Context: an optimization exercise on an open-source flow, tuned for small area, a short achievable clock period and few clock cycles per item. The choices shown serve that exercise and are no tape-out recipe. Function was checked by simulation only, so behaviour that the tests miss may differ from the original.

==> flow/design.v <==
`timescale 1ns/1ps
module linear_equation_solver_3x3 #(
    parameter DATA_WIDTH = 16,
    parameter MAX_ITER = 40,
    parameter FRAC_BITS = 8
)(
    input wire clk,
    input wire rst,
    input wire start,
    input wire [DATA_WIDTH-1:0] a_data,
    input wire [3:0] a_addr,
    input wire a_wen,
    input wire [DATA_WIDTH-1:0] b_data,
    input wire [1:0] b_addr,
    input wire b_wen,
    output reg [DATA_WIDTH-1:0] x0, x1, x2,
    output reg done
);
    reg [15:0] A [0:8];
    reg [15:0] b [0:2];
    reg [15:0] xo0, xo1, xo2;           
    always @(posedge clk) begin
        if (a_wen)
            A[a_addr] <= a_data;
        if (b_wen)
            b[b_addr] <= b_data;
    end
    function [15:0] abs16;
        input [15:0] v;
        abs16 = v[15] ? (~v + 16'd1) : v;
    endfunction
    function [3:0] lzc16;
        input [15:0] v;
        integer n;
        begin
            lzc16 = 4'd0;
            for (n = 0; n < 16; n = n + 1)
                if (v[n]) lzc16 = 4'd15 - n[3:0];
        end
    endfunction
    reg  [2:0]  rvalid;
    reg  [17:0] rr0, rr1, rr2;
    reg  [3:0]  sr0, sr1, sr2;
    reg         eng_busy;
    reg  [1:0]  eng_row;
    reg  [1:0]  eng_cnt;
    reg  [15:0] eng_dn;
    reg  [15:0] eng_r;
    reg       dw_q;
    reg [1:0] dw_row;
    always @(posedge clk) begin
        dw_q   <= a_wen && (a_addr == 4'd0 || a_addr == 4'd4 || a_addr == 4'd8);
        dw_row <= (a_addr == 4'd0) ? 2'd0 : (a_addr == 4'd4) ? 2'd1 : 2'd2;
    end
    wire [1:0] pick = dw_q ? dw_row : !rvalid[0] ? 2'd0 : !rvalid[1] ? 2'd1 : 2'd2;
    wire       need = dw_q || ~&rvalid;
    wire [15:0] pick_d = abs16(pick == 2'd0 ? A[0] : pick == 2'd1 ? A[4] : A[8]);
    wire [3:0]  pick_s = lzc16(pick_d);
    wire [15:0] pick_m = pick_d | (pick_d >> 1) | (pick_d >> 2) | (pick_d >> 3) |
                         (pick_d >> 4) | (pick_d >> 5) | (pick_d >> 6) | (pick_d >> 7) |
                         (pick_d >> 8) | (pick_d >> 9) | (pick_d >> 10) | (pick_d >> 11) |
                         (pick_d >> 12) | (pick_d >> 13) | (pick_d >> 14) | (pick_d >> 15);
    wire dw_hit = dw_q && dw_row == eng_row;
    wire [17:0] eng_q = (eng_row == 2'd0) ? rr0 : (eng_row == 2'd1) ? rr1 : rr2;
    reg [15:0] st_r;
    reg [17:0] st_q;
    reg [17:0] st_d;
    integer k;
    always @* begin
        st_r = eng_r;
        st_q = eng_q;
        for (k = 0; k < 6; k = k + 1) begin
            st_d = {1'b0, st_r, 1'b1} - {2'b00, eng_dn};
            st_q = {st_q[16:0], !st_d[17]};
            st_r = st_d[17] ? {st_r[14:0], 1'b1} : st_d[15:0];
        end
    end
    wire eng_fin  = eng_busy && eng_cnt == 2'd2;
    wire eng_load = !eng_busy && need;
    always @(posedge clk or posedge rst) begin
        if (rst) begin
            rvalid <= 3'b000;
            eng_busy <= 1'b0;
        end else begin
            if (eng_busy) begin
                if (dw_hit || eng_fin)
                    eng_busy <= 1'b0;
                if (eng_fin && !dw_hit)
                    rvalid[eng_row] <= 1'b1;
            end else if (need) begin
                eng_busy <= 1'b1;
            end
            if (dw_q)
                rvalid[dw_row] <= 1'b0;
        end
    end
    always @(posedge clk) begin
        if (eng_busy) begin
            eng_r <= st_r;
            eng_cnt <= eng_cnt + 2'd1;
            case (eng_row)
                2'd0: rr0 <= st_q;
                2'd1: rr1 <= st_q;
                default: rr2 <= st_q;
            endcase
        end else begin
            eng_row <= pick;
            eng_cnt <= 2'd0;
            eng_dn <= pick_d;
            eng_r <= pick_m >> 1;
            if (need) begin
                case (pick)
                    2'd0: sr0 <= pick_s;
                    2'd1: sr1 <= pick_s;
                    default: sr2 <= pick_s;
                endcase
            end
        end
    end
    reg        running;
    reg [5:0]  it;         
    reg [1:0]  pos;        
    reg [1:0]  row1;       
    reg        first1;     
    reg        zero_x;     
    reg        v2, slow2, sgn2, zero2, par2, end2, last2, first2;
    reg [1:0]  row2, pos2;
    reg [23:0] mag2;
    reg        acc1, acc2;
    wire rd_even = it[0];    
    wire [15:0] xr0 = rd_even ? x0 : xo0;
    wire [15:0] xr1 = rd_even ? x1 : xo1;
    wire [15:0] xr2 = rd_even ? x2 : xo2;
    wire [15:0] opa1 = (row1 == 2'd0) ? A[1] : (row1 == 2'd1) ? A[3] : A[6];
    wire [15:0] opx1 = first1 ? 16'd0 : (row1 == 2'd0) ? xr1 : xr0;
    wire [15:0] opa2 = (row1 == 2'd0) ? A[2] : (row1 == 2'd1) ? A[5] : A[7];
    wire [15:0] opx2 = first1 ? 16'd0 : (row1 == 2'd2) ? xr1 : xr2;
    wire [15:0] bi   = (row1 == 2'd0) ? b[0] : (row1 == 2'd1) ? b[1] : b[2];
    wire [15:0] di   = (row1 == 2'd0) ? A[0] : (row1 == 2'd1) ? A[4] : A[8];
    wire signed [31:0] p1 = $signed(opa1) * $signed(opx1);
    wire signed [31:0] p2 = $signed(opa2) * $signed(opx2);
    wire [23:0] num = {{8{bi[15]}}, bi} - p1[31:8] - p2[31:8];
    wire        sgn_n = num[23];
    wire [23:0] mag = sgn_n ? (~num + 24'd1) : num;
    wire [15:0] dabs1 = abs16(di);
    wire        zero1 = (di == 16'd0);
    wire        slow1 = !zero1 && !(mag[23:8] < dabs1);
    wire rready = (row1 == 2'd0 ? rvalid[0] : row1 == 2'd1 ? rvalid[1] : rvalid[2]) ||
                  (eng_fin && eng_row == row1);
    wire [3:0]  s2  = (row2 == 2'd0) ? sr0 : (row2 == 2'd1) ? sr1 : sr2;
    wire [31:0] y2  = slow2 ? {16'd0, mag2[23:8]} : {mag2, 8'd0};
    wire [31:0] ys2 = y2 << s2;
    wire [18:0] t2  = ys2[31:13];
    wire [17:0] rc2 = (row2 == 2'd0) ? rr0 : (row2 == 2'd1) ? rr1 : rr2;
    wire [15:0] d2  = abs16((row2 == 2'd0) ? A[0] : (row2 == 2'd1) ? A[4] : A[8]);
    reg [36:0] prod2;
    integer pi;
    always @* begin
        prod2 = 37'd0;
        for (pi = 0; pi < 19; pi = pi + 1)
            prod2 = prod2 + ((t2[pi] ? ({19'd0, rc2} << pi) : 37'd0) & ~37'h3fff);
    end
    wire [16:0] q0 = prod2[36:20];
    wire [33:0] qd_full = q0 * d2;
    wire [16:0] r0 = y2[16:0] - qd_full[16:0];
    wire        ge = (r0 >= {1'b0, d2});
    wire [15:0] q  = q0[15:0] + {15'd0, ge};
    wire [16:0] rem = ge ? (r0 - {1'b0, d2}) : r0;
    wire [15:0] xn = zero2 ? 16'd0 : sgn2 ? (~q + 16'd1) : q;
    wire [15:0] x_same  = (row2 == 2'd0) ? (par2 ? xo0 : x0) :
                          (row2 == 2'd1) ? (par2 ? xo1 : x1) : (par2 ? xo2 : x2);
    wire [15:0] x_other = (row2 == 2'd0) ? (par2 ? x0 : xo0) :
                          (row2 == 2'd1) ? (par2 ? x1 : xo1) : (par2 ? x2 : xo2);
    wire eq1 = (xn == x_other);
    wire eq2 = (xn == x_same) && !first2;
    wire wb  = v2 && !slow2;
    wire fin = wb && end2 && ((acc1 && eq1) || (acc2 && eq2) || last2);
    wire issue = running && !(v2 && slow2) && rready;
    always @(posedge clk or posedge rst) begin
        if (rst) begin
            running <= 1'b0;
            done <= 1'b0;
            v2 <= 1'b0;
            x0 <= 16'd0; x1 <= 16'd0; x2 <= 16'd0;
        end else begin
            if (wb && !par2) begin
                case (row2)
                    2'd0: x0 <= xn;
                    2'd1: x1 <= xn;
                    default: x2 <= xn;
                endcase
            end
            if (!(v2 && slow2))
                v2 <= issue;
            if (fin) begin
                running <= 1'b0;
                done <= 1'b1;
                v2 <= 1'b0;
            end
            if (zero_x) begin
                x0 <= 16'd0; x1 <= 16'd0; x2 <= 16'd0;
            end
            if (!running && start) begin
                running <= 1'b1;
                done <= 1'b0;
                v2 <= 1'b0;
            end
        end
    end
    always @(posedge clk) begin
        if (wb && par2) begin
            case (row2)
                2'd0: xo0 <= xn;
                2'd1: xo1 <= xn;
                default: xo2 <= xn;
            endcase
        end
        if (wb) begin
            if (pos2 == 2'd0) begin
                acc1 <= eq1; acc2 <= eq2;
            end else begin
                acc1 <= acc1 & eq1; acc2 <= acc2 & eq2;
            end
        end
        if (v2 && slow2) begin
            slow2 <= 1'b0;
            mag2[23:8] <= rem[15:0];
        end else if (issue) begin
            slow2 <= slow1;
            row2 <= row1;
            pos2 <= pos;
            par2 <= it[0];
            end2 <= (pos == 2'd2);
            last2 <= (it == MAX_ITER);
            first2 <= (it == 6'd1);
            sgn2 <= sgn_n ^ di[15];
            zero2 <= zero1;
            mag2 <= mag;
            if (pos == 2'd2) begin
                pos <= 2'd0;
                it <= it + 6'd1;
            end else begin
                pos <= pos + 2'd1;
                row1 <= (row1 == 2'd2) ? 2'd0 : row1 + 2'd1;
            end
        end
        zero_x <= !running && start;
        if (issue && pos == 2'd2)
            first1 <= 1'b0;
        if (!running && start) begin
            it <= 6'd1;
            pos <= 2'd0;
            row1 <= 2'd0;
            first1 <= 1'b1;
        end
    end
endmodule
==> flow/flow/run.sh <==
#!/bin/bash
# Standard layout, with two changes:
#  - after global placement, the port buffers inserted by buffer_ports are
#    re-mastered from the slow default cell to a plain buffer;
#  - the later timing repairs aim for more setup slack than the default
#    5 ns margin (same clock and constraints).
set -euo pipefail
RES=$PWD/orfs/results/$FLOW_PLATFORM/linear_equation_solver_3x3/base
bash standard.sh $RES/3_3_place_gp.odb > flow_to_gp.log 2>&1
cat > port_buffers.tcl <<EOS
read_db $RES/3_3_place_gp.odb
set n 0
set buf [[ord::get_db] findMaster sky130_fd_sc_hd__buf_4]
foreach inst [[ord::get_db_block] getInsts] {
  set name [\$inst getName]
  set master [[\$inst getMaster] getName]
  if {[regexp {^(input|output)[0-9]+\$} \$name] && [string match sky130_fd_sc_hd__clkdlybuf* \$master]} {
    \$inst swapMaster \$buf
    incr n
  }
}
puts "re-mastered \$n port buffers"
write_db $RES/3_3_place_gp.odb
EOS
openroad -no_splash -exit port_buffers.tcl > port_buffers.log 2>&1
bash standard.sh SETUP_SLACK_MARGIN=${SLACK_MARGIN:-86} finish > flow_finish.log 2>&1
==> flow/standard.sh <==
#!/bin/bash
# synth_recipe.tcl (not shown) runs the flow's synth.tcl, then flattens the netlist and writes it again
# the make line also repeats each setting of config.mk as NAME=value (left out here)
make -C /OpenROAD-flow-scripts/flow DESIGN_CONFIG=/design/flow/config.mk WORK_HOME=/design/flow/orfs CLKGATE_MAP_FILE= SYNTH_SCRIPT=/design/flow/synth_recipe.tcl "${@:-finish}"
==> flow/config.mk <==
export PLATFORM = sky130hd
export DESIGN_NAME = linear_equation_solver_3x3
export DESIGN_NICKNAME = linear_equation_solver_3x3
export VERILOG_FILES = /design/flow/design.v
export SDC_FILE = /design/flow/constraint.sdc
export NUM_CORES = 4
export LEC_CHECK = 0
export ABC_AREA = 1
export CAP_MARGIN = 20
export CORE_MARGIN = 2
export CORE_UTILIZATION = 80
export PLACE_DENSITY = 0.88
export SETUP_SLACK_MARGIN = 5
export SLEW_MARGIN = 20
==> flow/constraint.sdc <==
create_clock -name core_clock -period 110.0 [get_ports {clk}]
set_input_delay 22.0000 -clock core_clock [delete_from_list [all_inputs] [get_ports {clk}]]
set_output_delay 22.0000 -clock core_clock [all_outputs]
set_load 0.01 [all_outputs]
==> notes.md, run 1 <==
area taken by multi-input logic gates 43500 um^2; total of hold buffers inserted after clock tree synthesis 0; source-to-sink clock delay at the later pin of the worst-skew pair 0.65 ns; number of endpoints with negative hold slack in the final report 0; via total after detailed routing 58600; post-detailed-route DRC marker count 0; final RePlAce weighted congestion 1.01; final cycle utilization of the critical path 21.1%; fmax 43.0 MHz; Core Footprint 78900 um^2; post-synthesis instance area 63700 um^2; portion of synthesized cell area occupied by the leading cell type 26.9%; Bufs on Longest Clock Path 3; CTS Buf Count 48; clk root buf clkbuf_16; maximum number of pins on one net before global-route repair 95; wire length after detailed routing 209000 um; total grt overflow 0; startpoint kind of the worst setup timing path register; number of global-route vias before repair 59500; first drt pass iteration count 11; clock period minus worst slack 23.24 ns; startpoint-to-endpoint class of the critical path register to output pin; GRT Resource Usage Total 51.8%; post-CTS sizing 0; clock skew after layout 0.0416 ns; slew at the pin closest to its max-slew limit 1.18 ns; number of rows created at floorplan 103; Avg Inst Size Synth 8.04 um^2; number of cells in the design after placement 8912; clock input transition at the sequential cells of the worst setup and hold paths 0.06 ns; initial drt markers 8563; slowest stage cell on the critical path dfrtp_1; main area contributors after synthesis fa_1 27%, edfxtp_1 17%, nand2_1 10%; worst-path fanout max 5; overall die area 81900 um^2; sink count of the clock tree 449; Final #Nets 9241; fraction of layout cells with a size suffix above 1 5.33%; Starting Density 80.7%; top cell type by total area after synthesis fa_1; global-route track usage on met1 59.4%; synthesized flop and latch total 449; post-CTS setup buffer count 0; Via density 6.50; max-slew violation total from the final report 0; Setup crit end kind output pin; Async S/R FF share, synth 12.2%; number of antenna-violating nets in the routed design 0; worst slew margin relative to its limit 20.2%; maximum capacitance violations 0; RSZ-0062 raised after global routing false; initial antenna violation count 17; post-synthesis cell count 7921; worst min-delay path class register to register; Post-Route Setup TNS 0 ns; number of non-filler instances in the completed layout 9010; first-pass GRT wire length 323000 um; Cell variety after synth 84; Layout fillers 4535; Synthesized Nets 9248; post-DR wirelength/cell 23.2 um; most used routing layer met2; Primary FF master, synth edfxtp_1; top-level port count 92; layout-stage area growth over the synthesis result 5.10%; TritonCTS clock tree yes; met3 usage in global routing 19.5%; Die Span Y 286 um; WP data required 88.00 ns; number of synthesis warnings 1; CTS H-tree depth 2; arrival time of the worst setup path 1.24 ns; Cell Chain, Critical Path buf_4; total of endpoints with negative setup slack in the final report 0; slowest stage delay, CP 0.45 ns; outcome no timing/DRC/antenna violations; floorplan die width 286 um; number of flops mapped to enable cells by yosys 360; sequential fraction of the synthesis area 20.2%; GR Layer Usage met2 78.2%; register area 12900 um^2; Buffers on Ports 91; count of buffering cells on the critical path with inverters included 1; half-perimeter wire length after detailed placement 156000 um; family of cells with the greatest summed delay on the critical path flip-flops
state kept, by name, indices dropped and copies added (netlist names), 4 cells and up:
register and cells:
A 144, b 48, eng_dn 16, eng_r 16, it 6, mag2 24, rr0 18, rr1 18
rr2 18, sr0 4, sr1 4, sr2 4, x0 16, x1 16, x2 16, xo0 16
xo1 16, xo2 16
path summary, 6_finish.rpt:
kind | depth (start not counted) | from | slack [ns] | end
setup / recovery | 1 | x1[4]$_DFFE_PP0P_ | 86.76 | x1[4]
hold / removal | 0 | pos[1]$_SDFFE_PP0P_ | 0.46 | pos2[1]$_DFFE_PP_
setup reg to reg | 78 | row2[1]$_DFFE_PP_ | 88.92 | running$_DFFE_PP0P_
hold reg to reg | 0 | pos[1]$_SDFFE_PP0P_ | 0.46 | pos2[1]$_DFFE_PP_
max in group asynchronous | 3 | rst | 87.81 | x1[2]$_DFFE_PP0P_
min in group asynchronous | 3 | rst | 21.64 | rvalid[0]$_DFF_PP0_
kinds of logic (layout without fill, tap and decap cells):
logic type | after synthesis | after routing | share of synthesized area [%]
multiplexers | 6 | 6 | 0.0983
flip-flops | 449 | 449 | 20.2
adder cells (fa/ha/maj) | 1284 | 1284 | 35.3
buffers and inverters | 1926 | 1955 | 11.6
AO/OA/AOI/OAI | 1028 | 1028 | 9.87
AND/OR/NAND/NOR | 2963 | 2963 | 19.2
XOR/XNOR | 265 | 265 | 3.68
other | 0 | 10 | 0
synth_stat cells, types with 29 or more instances:
cell type  number
nor3_1         40
o221ai_1       48
dfxtp_1        34
o21bai_1       29
inv_1        1652
o211ai_1       50
o21ai_0       360
dfrtp_1        55
xor2_1        184
xnor2_1        78
a21oi_1       307
buf_2          31
clkbuf_1      160
nand3_1       295
nand4_1        61
a31oi_1        32
ha_1          428
a221oi_1       44
fa_1          856
nor2_1        700
edfxtp_1      360
nand2_1      1734
metrics by stage:
stage	worst slack, ns	utilization [%]	hold WS, ns	cell area [um^2]
after floorplan	85.80	-	0.393	63700
after global placement	85.97	83.1	0.401	65600
after detailed placement	86.51	82.9	0.428	65300
after CTS	86.77	84.8	0.457	66900
after global routing	86.76	84.8	0.476	66900
final	86.76	84.8	0.462	66900
area by class of cell:
| class | instances | share of cell area, % |
|---|---|---|
| antenna | 10 | 0.0374 |
| tap | 1050 | 1.96 |
| clock inverter | 21 | 0.320 |
| timing repair buffer | 173 | 1.93 |
| multi-input combinational | 5546 | 65.0 |
| sequential | 449 | 19.2 |
| inverter | 1696 | 9.53 |
| clock buffer | 65 | 1.95 |
placed cells by master, fill, tap and decap left out, types with 28 or more instances in the layout:
master and n:
dfxtp_1 32, nor2_1 699, xor2_1 184, o211ai_1 50, o21bai_1 29, nor3_1 36
o21ai_0 359, edfxtp_1 360, a21oi_1 307, ha_1 428, inv_1 1650, nand2_1 1733
or2_2 28, dfrtp_1 55, buf_4 170, clkbuf_16 49, o221ai_1 47, a31oi_1 32
a221oi_1 43, nand4_1 61, nand3_1 295, fa_1 856, xnor2_1 78
per-layer routing:
| metal | up-vias | wire (um) |
|---|---|---|
| li1 | 24700 | - |
| met1 | 27100 | 65900 |
| met4 | 6 | 21800 |
| met2 | 5073 | 90700 |
| met3 | 1670 | 30700 |
| met5 | - | 40 |
Testbench counts, summed over its fixed seeds: cycles 35,813, solves 1,200.
==> inputs of run 2 (changes only) <==
--- a/flow/config.mk
+++ b/flow/config.mk
@@ -6,9 +6,11 @@
 export NUM_CORES = 4
 export LEC_CHECK = 0
 export ABC_AREA = 1
-export CAP_MARGIN = 20
+export CAP_MARGIN = 5
 export CORE_MARGIN = 2
-export CORE_UTILIZATION = 80
-export PLACE_DENSITY = 0.88
+export CORE_UTILIZATION = 60
+export CTS_CLUSTER_DIAMETER = 90
+export CTS_CLUSTER_SIZE = 20
+export PLACE_DENSITY = 0.7
 export SETUP_SLACK_MARGIN = 5
-export SLEW_MARGIN = 20
+export SLEW_MARGIN = 5
==> run 2 against run 1 <==
Non-clock buffer count is 1 higher. Highest routed layer unchanged. Critical path depth stayed put. Synthesized area stayed put. Setup slack better by 0.034 ns. Sequential share of layout area is 0.073 points higher. Clock skew is 0.0059 ns higher. First-iteration DRC count is 47% lower. Critical endpoint is now x0[10]. Sequential cell count stayed put. Routed wire length is 10% lower.
==> notes.md, run 2 <==
Via density 5.70 (-12%); CTS Buf Count 28 (-42%); clock period minus worst slack 23.21 ns (-0.0337 ns); Layout fillers 9334 (+110%); leading registers by flop count A: 144 flops, b: 48 flops, mag2: 24 flops; clk root buf clkbuf_16; slowest stage cell on the critical path dfrtp_1; portion of synthesized cell area occupied by the leading cell type 26.9% (unchanged); cell with the most instances after synthesis nand2_1; first drt pass iteration count 8 (-3); clock input transition at the sequential cells of the worst setup and hold paths 0.09 ns (+0.03 ns); total of hold buffers inserted after clock tree synthesis 0 (unchanged); initial antenna violation count 9 (-8); overall die area 109000 um^2 (+33%); CTS H-tree depth 1 (-1); most used routing layer met2; outcome no timing/DRC/antenna violations; FF-to-FF setup slack 89.42 ns (+0.50 ns); number of global-route vias before repair 52900 (-11%); leading cell type in the layout, fill and taps excluded nand2_1; number of flip-flops under the largest register name 144 (unchanged); post-CTS setup buffer count 0 (unchanged); post-CTS sizing 0 (unchanged); TritonCTS clock tree yes; Async S/R FF share, synth 12.2% (unchanged); Buffers on Ports 91 (unchanged); initial drt markers 4551 (-47%); worst min-delay path class register to register; number of flops mapped to enable cells by yosys 360 (unchanged); source-to-sink clock delay at the later pin of the worst-skew pair 0.64 ns (about the same); Cell Chain, Critical Path buf_4; top-level port count 92 (unchanged); depth of the worst register-to-register path 80 (+2.6%); Hold EP eng_cnt[0]$_SDFF_PN0_; Bufs on Longest Clock Path 3 (unchanged); Primary FF master, synth edfxtp_1; most common library cells after synthesis 1734 x nand2_1, 1652 x inv_1, 856 x fa_1; top library cells by usage in the layout, fill and taps aside 1733 x nand2_1, 1651 x inv_1, 856 x fa_1; Setup crit end kind output pin; RSZ-0062 raised after global routing false; max-slew violation total from the final report 0 (unchanged); reg-to-reg startpoint row2[1]$_DFFE_PP_; post-detailed-route DRC marker count 0 (unchanged); number of synthesis warnings 1 (unchanged); Critical R2R Capture running$_DFFE_PP0P_; met3 usage in global routing 5.74% (-14 points); Core Footprint 105000 um^2 (+33%); worst hold path cell count 1 (+1); count of buffering cells on the critical path with inverters included 1 (unchanged); Cell variety after synth 84 (unchanged); family of cells with the greatest summed delay on the critical path flip-flops; Final #Nets 9222 (-0.21%); post-DR wirelength/cell 20.1 um (-13%); global-route track usage on met1 46.8% (-13 points); GRT Resource Usage Total 35.1% (-17 points); number of endpoints with negative hold slack in the final report 0 (unchanged); arrival time of the worst setup path 1.21 ns (-0.03 ns); half-perimeter wire length after detailed placement 152000 um (-2.8%); total of endpoints with negative setup slack in the final report 0 (unchanged); synthesized flop and latch total 449 (unchanged); fmax 43.1 MHz (+0.15%); sink count of the clock tree 449 (unchanged); main area contributors after synthesis fa_1 27%, edfxtp_1 17%, nand2_1 10%; startpoint-to-endpoint class of the critical path register to output pin; most flop-heavy register A; number of antenna-violating nets in the routed design 0 (unchanged); hold slack final 0.428 ns (-0.0344 ns); Post-Route Setup TNS 0 ns (unchanged); sequential fraction of the synthesis area 20.2% (unchanged); fraction of layout cells with a size suffix above 1 4.93% (-0.41 points); slew at the pin closest to its max-slew limit 1.22 ns (+0.0330 ns); total grt overflow 0 (unchanged); worst-path fanout max 5 (unchanged); slowest stage delay, CP 0.44 ns (about the same); startpoint kind of the worst setup timing path register; wire length after detailed routing 187000 um (-10%); final cycle utilization of the critical path 21.1% (-0.031 points); maximum number of pins on one net before global-route repair 90 (-5.3%); floorplan die width 330 um (+15%); WP data required 88.00 ns (about the same); GR Layer Usage met2 57.2% (-21 points); Synthesized Nets 9248 (unchanged); number of non-filler instances in the completed layout 9313 (+3.4%); post-synthesis instance area 63700 um^2 (unchanged); final RePlAce weighted congestion 0.972 (-3.5%); maximum capacitance violations 0 (unchanged); first-pass GRT wire length 295000 um (-8.7%); post-synthesis cell count 7921 (unchanged); Avg Inst Size Synth 8.04 um^2 (unchanged); startpoint of the tightest hold check path eng_cnt[0]$_SDFF_PN0_; setup slack of the critical path after layout 86.79 ns (+0.0337 ns); top cell type by total area after synthesis fa_1; layout-stage area growth over the synthesis result 4.70%; clock skew after layout 0.0475 ns (+0.00594 ns); worst slew margin relative to its limit 18.8% (-1.4 points); Die Span Y 330 um (+15%); number of rows created at floorplan 119 (+16%); via total after detailed routing 53100 (-9.4%); number of cells in the design after placement 9256 (+3.9%); pre-CTS setup slack 86.86 ns (+0.352 ns); Starting Density 60.5% (-20 points)
## run 2: worst max-delay path by stage
stage / start / to / slack [ns] / cells past startpoint
floorplan: a_addr[1] / A[8][0]$_DFFE_PP_ / 85.80 / 3
CTS: x1[14]$_DFFE_PP0P_ / x1[14] / 86.77 / 1
global placement: a_addr[2] / A[4][0]$_DFFE_PP_ / 86.48 / 4
detailed placement: a_addr[3] / A[4][3]$_DFFE_PP_ / 86.86 / 5
finish: x0[10]$_DFFE_PP0P_ / x0[10] / 86.79 / 1
global route: x2[0]$_DFFE_PP0P_ / x2[0] / 86.75 / 1
## run 2: cells by family after synthesis
logic type / after synthesis / share of synthesized area [%]
AOI/OAI and AO/OA: 1028 / 9.87
xor gates and xnor gates: 265 / 3.68
adders and majority gates: 1284 / 35.3
buffers and inverters: 1926 / 11.6
DFF: 449 / 20.2
muxes: 6 / 0.0983
and+or+nand+nor: 2963 / 19.2
## run 2: final cells by class
class,instances,area (um^2),share of cell area (%)
inverter,1696,6380,9.57
multi-input combinational,5546,43500,65.3
antenna,6,15.0,0.0225
sequential,449,12900,19.3
timing repair buffer,174,1310,1.96
clock inverter,7,91.3,0.137
clock buffer,44,761,1.14
tap,1391,1740,2.61
## run 2: metal layers
metal  vias to the layer above  part of all wire, %  wire length [um]
li1                      24700                    -                 -
met1                     25900                   41             76200
met2                      2109                   47             87200
met3                       412                  8.1             15300
met4                         6                  4.7              8770
met5                         -                0.018                34
## run 2: stage by stage
step	area, um^2	utilization, %
after floorplan	63700	-
after global placement	66000	62.7
after detailed placement	65800	62.5
after CTS	66600	63.3
after global routing	66700	63.3
final	66700	63.3
==> inputs of run 3 (changes only) <==
--- a/flow/config.mk
+++ b/flow/config.mk
@@ -6,11 +6,11 @@
 export NUM_CORES = 4
 export LEC_CHECK = 0
 export ABC_AREA = 1
-export CAP_MARGIN = 5
+export CAP_MARGIN = 20
 export CORE_MARGIN = 2
 export CORE_UTILIZATION = 60
 export CTS_CLUSTER_DIAMETER = 90
 export CTS_CLUSTER_SIZE = 20
 export PLACE_DENSITY = 0.7
 export SETUP_SLACK_MARGIN = 5
-export SLEW_MARGIN = 5
+export SLEW_MARGIN = 20
==> run 3 against run 2 <==
Sequential cell count unchanged. Critical path depth stayed put. First-iteration DRC count down 0.79%. Clock skew shrank 0.0083 ns. Setup slack worse by 0.0043 ns. Cell area barely moved. Maximum frequency about the same. Largest cell class unchanged. Register-to-register slack worse by 0.09 ns. Sequential share of layout area is essentially flat. Global-route usage stayed put. Routed wire length is essentially flat. Still clean on timing, DRC and antenna.
==> notes.md, run 3 <==
synthesized-area fraction occupied by and/or/nand/nor cells 19.2% (unchanged); largest family of logic cells by synthesized area adder cells; post-CTS sizing 0 (unchanged); TritonCTS clock tree yes; initial antenna violation count 9 (unchanged); total of endpoints with negative setup slack in the final report 0 (unchanged); count of buffering cells on the critical path with inverters included 1 (unchanged); number of rows created at floorplan 119 (unchanged); Die Span Y 330 um (unchanged); post-synthesis cell count 7921 (unchanged); multiplexer fraction of the synthesized cell area 0.0983% (unchanged); portion of synthesized cell area occupied by the leading cell type 26.9% (unchanged); Bufs on Longest Clock Path 3 (unchanged); max-slew violation total from the final report 0 (unchanged); final cycle utilization of the critical path 21.1% (about the same); Cell Chain, Critical Path buf_4; post-DR wirelength/cell 20.1 um (about the same); number of flops mapped to enable cells by yosys 360 (unchanged); first drt pass iteration count 6 (-2); depth of the worst register-to-register path 78 (-2.5%); worst min-delay path class register to register; number of antenna-violating nets in the routed design 0 (unchanged); CP endpoint x2[0]; number of flip-flops under the largest register name 144 (unchanged); clock skew after layout 0.0392 ns (-0.00827 ns); slowest stage cell on the critical path dfrtp_1; top cell type by total area after synthesis fa_1; half-perimeter wire length after detailed placement 152000 um (unchanged); startpoint kind of the worst setup timing path register; outcome no timing/DRC/antenna violations; total grt overflow 0 (unchanged); Async S/R FF share, synth 12.2% (unchanged); Critical R2R Capture running$_DFFE_PP0P_; fmax 43.1 MHz (about the same); number of endpoints with negative hold slack in the final report 0 (unchanged); main area contributors after synthesis fa_1 27%, edfxtp_1 17%, nand2_1 10%; CTS H-tree depth 1 (unchanged); overall die area 109000 um^2 (unchanged); clock period minus worst slack 23.22 ns (+0.00430 ns); Critical Path Start x2[0]$_DFFE_PP0P_; post-CTS setup buffer count 0 (unchanged); Buffers on Ports 91 (unchanged); area taken by multi-input logic gates 43500 um^2 (about the same); number of non-filler instances in the completed layout 9313 (unchanged); initial drt markers 4515 (-0.79%); Setup crit end kind output pin; Avg Inst Size Synth 8.04 um^2 (unchanged); clk root buf clkbuf_16; number of global-route vias before repair 52900 (unchanged); CTS Buf Count 28 (unchanged); slowest stage delay, CP 0.44 ns (about the same); synthesized flop and latch total 449 (unchanged); number of cells in the design after placement 9256 (unchanged); sequential fraction of the synthesis area 20.2% (unchanged); Final #Nets 9223 (+0.011%); floorplan die width 330 um (unchanged); post-detailed-route DRC marker count 0 (unchanged); WP data required 88.00 ns (about the same); Via density 5.69 (-0.13%); Layout fillers 9332 (-0.021%); worst-path fanout max 5 (unchanged); leading cell type in the layout, fill and taps excluded nand2_1; Core Footprint 105000 um^2 (unchanged); Synthesized Nets 9248 (unchanged); Cell variety after synth 84 (unchanged); fraction of layout cells with a size suffix above 1 4.94% (+0.012 points); layout-stage area growth over the synthesis result 4.72% (about the same); source-to-sink clock delay at the later pin of the worst-skew pair 0.63 ns (about the same); Starting Density 60.5% (unchanged); leading registers by flop count A: 144 flops, b: 48 flops, mag2: 24 flops; via total after detailed routing 53000 (-0.13%); clock input transition at the sequential cells of the worst setup and hold paths 0.09 ns (about the same); post-placement cell area 65800 um^2 (unchanged); total of hold buffers inserted after clock tree synthesis 0 (unchanged); final RePlAce weighted congestion 0.972 (unchanged); number of synthesis warnings 1 (unchanged); arrival time of the worst setup path 1.22 ns (about the same); slew at the pin closest to its max-slew limit 1.16 ns (-0.0596 ns); arithmetic-cell share of the synthesized area counting full adders, half adders and majority gates 35.3% (unchanged); FF-to-FF setup slack 89.33 ns (-0.09 ns); RSZ-0062 raised after global routing false; most common library cells after synthesis 1734 x nand2_1, 1652 x inv_1, 856 x fa_1; family of cells with the greatest summed delay on the critical path flip-flops; sink count of the clock tree 449 (unchanged); cell with the most instances after synthesis nand2_1; post-synthesis instance area 63700 um^2 (unchanged); post-layout instance area 66700 um^2 (about the same); most flop-heavy register A; startpoint-to-endpoint class of the critical path register to output pin; hold slack final 0.423 ns (-0.00485 ns); maximum number of pins on one net before global-route repair 90 (unchanged); synthesized-area fraction occupied by ao, oa, aoi and oai cells 9.87% (unchanged); top library cells by usage in the layout, fill and taps aside 1733 x nand2_1, 1651 x inv_1, 856 x fa_1; wire length after detailed routing 188000 um (about the same); top-level port count 92 (unchanged); Primary FF master, synth edfxtp_1; maximum capacitance violations 0 (unchanged); first-pass GRT wire length 295000 um (unchanged); number of logic stages on the critical path including buffering 1 (unchanged); GRT Resource Usage Total 35.1% (unchanged); post-synthesis share of cell area spent on xor and xnor gates 3.68% (unchanged); Post-Route Setup TNS 0 ns (unchanged); pre-CTS setup slack 86.86 ns (unchanged); setup slack of the critical path after layout 86.78 ns (-0.00430 ns); reg-to-reg startpoint row2[1]$_DFFE_PP_; fraction of the core area covered by cells at the end of the flow 63.3% (about the same); worst slew margin relative to its limit 22.0% (+3.2 points); register area 12900 um^2 (unchanged)
[run 3: cell counts after synthesis]
No cell type changed its count.
[run 3: logic make-up (layout without fill, tap and decap cells)]
kind of cell,Yosys count,count (layout)
AND/OR/NAND/NOR,2963,2963
buffers and inverters,1926,1922
adder cells (fa/ha/maj),1284,1284
AO/OA/AOI/OAI,1028,1028
flip-flops,449,449
XOR/XNOR,265,265
multiplexers,6,6
other,0,5
[run 3: worst min-delay path by stage]
stage | from | endpoint | slack (ns) | depth (start not counted)
after floorplan | eng_cnt[0]$_SDFF_PN0_ | eng_cnt[0]$_SDFF_PN0_ | 0.39 | 1
after global placement | eng_cnt[0]$_SDFF_PN0_ | eng_cnt[0]$_SDFF_PN0_ | 0.40 | 1
after detailed placement | eng_cnt[0]$_SDFF_PN0_ | eng_cnt[0]$_SDFF_PN0_ | 0.41 | 1
after CTS | eng_cnt[0]$_SDFF_PN0_ | eng_cnt[0]$_SDFF_PN0_ | 0.43 | 1
after global routing | eng_cnt[0]$_SDFF_PN0_ | eng_cnt[0]$_SDFF_PN0_ | 0.44 | 1
final | eng_cnt[0]$_SDFF_PN0_ | eng_cnt[0]$_SDFF_PN0_ | 0.42 | 1
[run 3: layout make-up]
class	instances	area share (%)
Timing Repair Buffer	175	1.97
Clock buffer	44	1.14
Inverter	1696	9.57
Multi-Input combinational cell	5546	65.3
Sequential cell	449	19.3
Clock inverter	7	0.137
Antenna cell	5	0.0188
Tap cell	1391	2.61
[run 3: metal layers]
metal	vias to the layer above	track usage (%)	part of all wire, %
li1	24700	-	-
met1	25700	46.8	40
met2	2158	57.2	47
met3	416	5.74	8.3
met5	-	0	0.018
met4	6	14.5	4.7
==> inputs of run 4 (changes only) <==
--- a/flow/config.mk
+++ b/flow/config.mk
@@ -9,6 +9,7 @@
 export CAP_MARGIN = 20
 export CORE_MARGIN = 2
 export CORE_UTILIZATION = 60
+export CTS_BUF_LIST = sky130_fd_sc_hd__clkbuf_4 sky130_fd_sc_hd__clkbuf_8 sky130_fd_sc_hd__clkbuf_16
 export CTS_CLUSTER_DIAMETER = 90
 export CTS_CLUSTER_SIZE = 20
 export PLACE_DENSITY = 0.7
==> run 4 against run 3 <==
Still clean on timing, DRC and antenna. Synthesized cell count unchanged. Routed wire length about the same. Global-route usage about the same. Non-clock buffer count unchanged. Cell count unchanged. Clock-buffer cell count unchanged. Die area unchanged. Cell area about the same. Largest cell class unchanged.
==> notes.md, run 4 <==
outcome no timing/DRC/antenna violations; Bufs on Longest Clock Path 3 (unchanged); number of endpoints with negative hold slack in the final report 0 (unchanged); portion of synthesized cell area occupied by the leading cell type 26.9% (unchanged); Cell variety after synth 84 (unchanged); max-slew violation total from the final report 0 (unchanged); Critical R2R Capture running$_DFFE_PP0P_; post-CTS sizing 0 (unchanged); FF-to-FF setup slack 89.31 ns (-0.02 ns); fraction of layout cells with a size suffix above 1 5.14% (+0.20 points); layout-stage area growth over the synthesis result 4.81% (about the same); Avg Inst Size Synth 8.04 um^2 (unchanged); family of cells with the greatest summed delay on the critical path flip-flops; Cell Chain, Critical Path buf_4; Layout fillers 9322 (-0.11%); worst-path fanout max 4 (-1); worst hold path cell count 1 (unchanged); initial antenna violation count 9 (unchanged); slowest stage cell on the critical path dfrtp_1; post-DR wirelength/cell 20.1 um (about the same); number of cells in the design after placement 9256 (unchanged); number of non-filler instances in the completed layout 9313 (unchanged); Core Footprint 105000 um^2 (unchanged); reg-to-reg startpoint row2[1]$_DFFE_PP_; Via density 5.71 (+0.23%); startpoint kind of the worst setup timing path register; number of antenna-violating nets in the routed design 0 (unchanged); floorplan die width 330 um (unchanged); leading cell type in the layout, fill and taps excluded nand2_1; worst min-delay path class register to register; top-level port count 92 (unchanged); arrival time of the worst setup path 1.22 ns (about the same); first-pass GRT wire length 295000 um (about the same); slowest stage delay, CP 0.43 ns (about the same); fmax 43.1 MHz (about the same); Buffers on Ports 91 (unchanged); leading registers by flop count A: 144 flops, b: 48 flops, mag2: 24 flops; synthesized flop and latch total 449 (unchanged); initial drt markers 4553 (+0.84%); number of global-route vias before repair 52900 (+0.036%); most flop-heavy register A; post-placement cell area 65800 um^2 (unchanged); worst slew margin relative to its limit 18.0% (-4.0 points); top cell type by total area after synthesis fa_1; number of flip-flops under the largest register name 144 (unchanged); CTS H-tree depth 1 (unchanged); post-CTS setup buffer count 0 (unchanged); via total after detailed routing 53100 (+0.23%); startpoint of the tightest hold check path eng_cnt[0]$_SDFF_PN0_; Die Span Y 330 um (unchanged); Final #Nets 9223 (unchanged); fraction of the core area covered by cells at the end of the flow 63.4% (about the same); number of rows created at floorplan 119 (unchanged); number of flops mapped to enable cells by yosys 360 (unchanged); main area contributors after synthesis fa_1 27%, edfxtp_1 17%, nand2_1 10%; total grt overflow 0 (unchanged); overall die area 109000 um^2 (unchanged); CTS Buf Count 28 (unchanged); post-layout instance area 66700 um^2 (about the same); sink count of the clock tree 449 (unchanged); GRT Resource Usage Total 35.1% (about the same); clk root buf clkbuf_16; clock period minus worst slack 23.22 ns (-0.000200 ns); cell with the most instances after synthesis nand2_1; source-to-sink clock delay at the later pin of the worst-skew pair 0.63 ns (about the same); WP data required 88.00 ns (about the same); most common library cells after synthesis 1734 x nand2_1, 1652 x inv_1, 856 x fa_1; clock skew after layout 0.0369 ns (-0.00238 ns); top library cells by usage in the layout, fill and taps aside 1733 x nand2_1, 1651 x inv_1, 856 x fa_1; Primary FF master, synth edfxtp_1; Setup crit end kind output pin; startpoint-to-endpoint class of the critical path register to output pin; Post-Route Setup TNS 0 ns (unchanged); post-synthesis cell count 7921 (unchanged); clock input transition at the sequential cells of the worst setup and hold paths 0.09 ns (about the same); Async S/R FF share, synth 12.2% (unchanged); slew at the pin closest to its max-slew limit 1.22 ns (+0.0590 ns); post-synthesis instance area 63700 um^2 (unchanged); pre-CTS setup slack 86.86 ns (unchanged); depth of the worst register-to-register path 80 (+2.6%); setup slack of the critical path after layout 86.78 ns (+0.000200 ns); sequential fraction of the synthesis area 20.2% (unchanged); wire length after detailed routing 188000 um (about the same); post-detailed-route DRC marker count 0 (unchanged); maximum capacitance violations 0 (unchanged); RSZ-0062 raised after global routing false; hold slack final 0.433 ns (+0.0101 ns); count of buffering cells on the critical path with inverters included 1 (unchanged); Synthesized Nets 9248 (unchanged); total of hold buffers inserted after clock tree synthesis 0 (unchanged); Starting Density 60.5% (unchanged); final RePlAce weighted congestion 0.972 (unchanged); first drt pass iteration count 8 (+2); number of synthesis warnings 1 (unchanged); total of endpoints with negative setup slack in the final report 0 (unchanged); Hold EP eng_cnt[0]$_SDFF_PN0_; half-perimeter wire length after detailed placement 152000 um (unchanged); maximum number of pins on one net before global-route repair 90 (unchanged); final cycle utilization of the critical path 21.1% (about the same); TritonCTS clock tree yes
## run 4: cell counts after synthesis
No cell type changed its count.
## run 4: how the worst max path moves through the flow
stage | slack [ns] | endpoint | depth (start not counted) | start
floorplan | 85.80 | A[8][0]$_DFFE_PP_ | 3 | a_addr[1]
global placement | 86.48 | A[4][0]$_DFFE_PP_ | 4 | a_addr[2]
detailed placement | 86.86 | A[4][3]$_DFFE_PP_ | 5 | a_addr[3]
CTS | 86.77 | x1[14] | 1 | x1[14]$_DFFE_PP0P_
global route | 86.75 | x2[0] | 1 | x2[0]$_DFFE_PP0P_
finish | 86.78 | x0[12] | 1 | x0[12]$_DFFE_PP0P_
## run 4: cells by family after synthesis
group,share of synthesized area (%)
AO/OA/AOI/OAI,9.87
XOR/XNOR,3.68
adder cells (fa/ha/maj),35.3
buffers and inverters,11.6
flip-flops,20.2
multiplexers,0.0983
AND/OR/NAND/NOR,19.2
## run 4: cell type report
| type | instances | area, um^2 | area share [%] |
|---|---|---|---|
| multi-input cells | 5546 | 43500 | 65.2 |
| flip-flops and latches | 449 | 12900 | 19.3 |
| inverters | 1696 | 6380 | 9.56 |
| well taps | 1391 | 1740 | 2.61 |
| repair buffers | 175 | 1310 | 1.96 |
| clock buffers | 44 | 821 | 1.23 |
| clock inverters | 7 | 91.3 | 0.137 |
| diodes | 5 | 12.5 | 0.0187 |
## run 4: routing by layer
| metal | vias up | wire [um] | track usage (%) |
|---|---|---|---|
| li1 | 24700 | - | - |
| met1 | 25900 | 75900 | 47.0 |
| met2 | 2188 | 87700 | 57.5 |
| met3 | 394 | 15600 | 5.46 |
| met4 | 6 | 8320 | 14.0 |
| met5 | - | 31 | 0 |

[separate check: timing with driven ports]
The results above use ideal ports. As a check the final layouts listed here were re-extracted and re-timed, cells and wires unchanged. Step 1: set_driving_cell puts a clkbuf_16 on clk and a buf_2 on each other input, an assumption about the parent block. Step 2 also shifts input and output timing later by t, the mid clock arrival at the registers, as if the neighbouring blocks saw the same clock. Three values: ideal ports, drivers, drivers and shift; two values: the first two.
run | t, ns | setup WS [ns] | hold slack, ns | latest minus earliest clock arrival (ns) | pins driven straight from the clock port
run 1 | 0.695 | 86.755 / 86.688 / 86.349 | 0.462 / 0.462 / 0.462 | 0.048 / 0.049 | 1
run 2 | 0.682 | 86.789 / 86.718 / 86.802 | 0.428 / 0.428 / 0.428 | 0.048 / 0.047 | 1
run 3 | 0.681 | 86.785 / 86.714 / 86.799 | 0.423 / 0.423 / 0.423 | 0.040 / 0.039 | 1
run 4 | 0.677 | 86.785 / 86.716 / 86.805 | 0.433 / 0.433 / 0.433 | 0.037 / 0.037 | 1
After both steps every run listed still meets setup and hold. For run 1, which loses most, drivers alone change the setup slack by -0.067 ns; drivers and shift together by -0.406 ns.
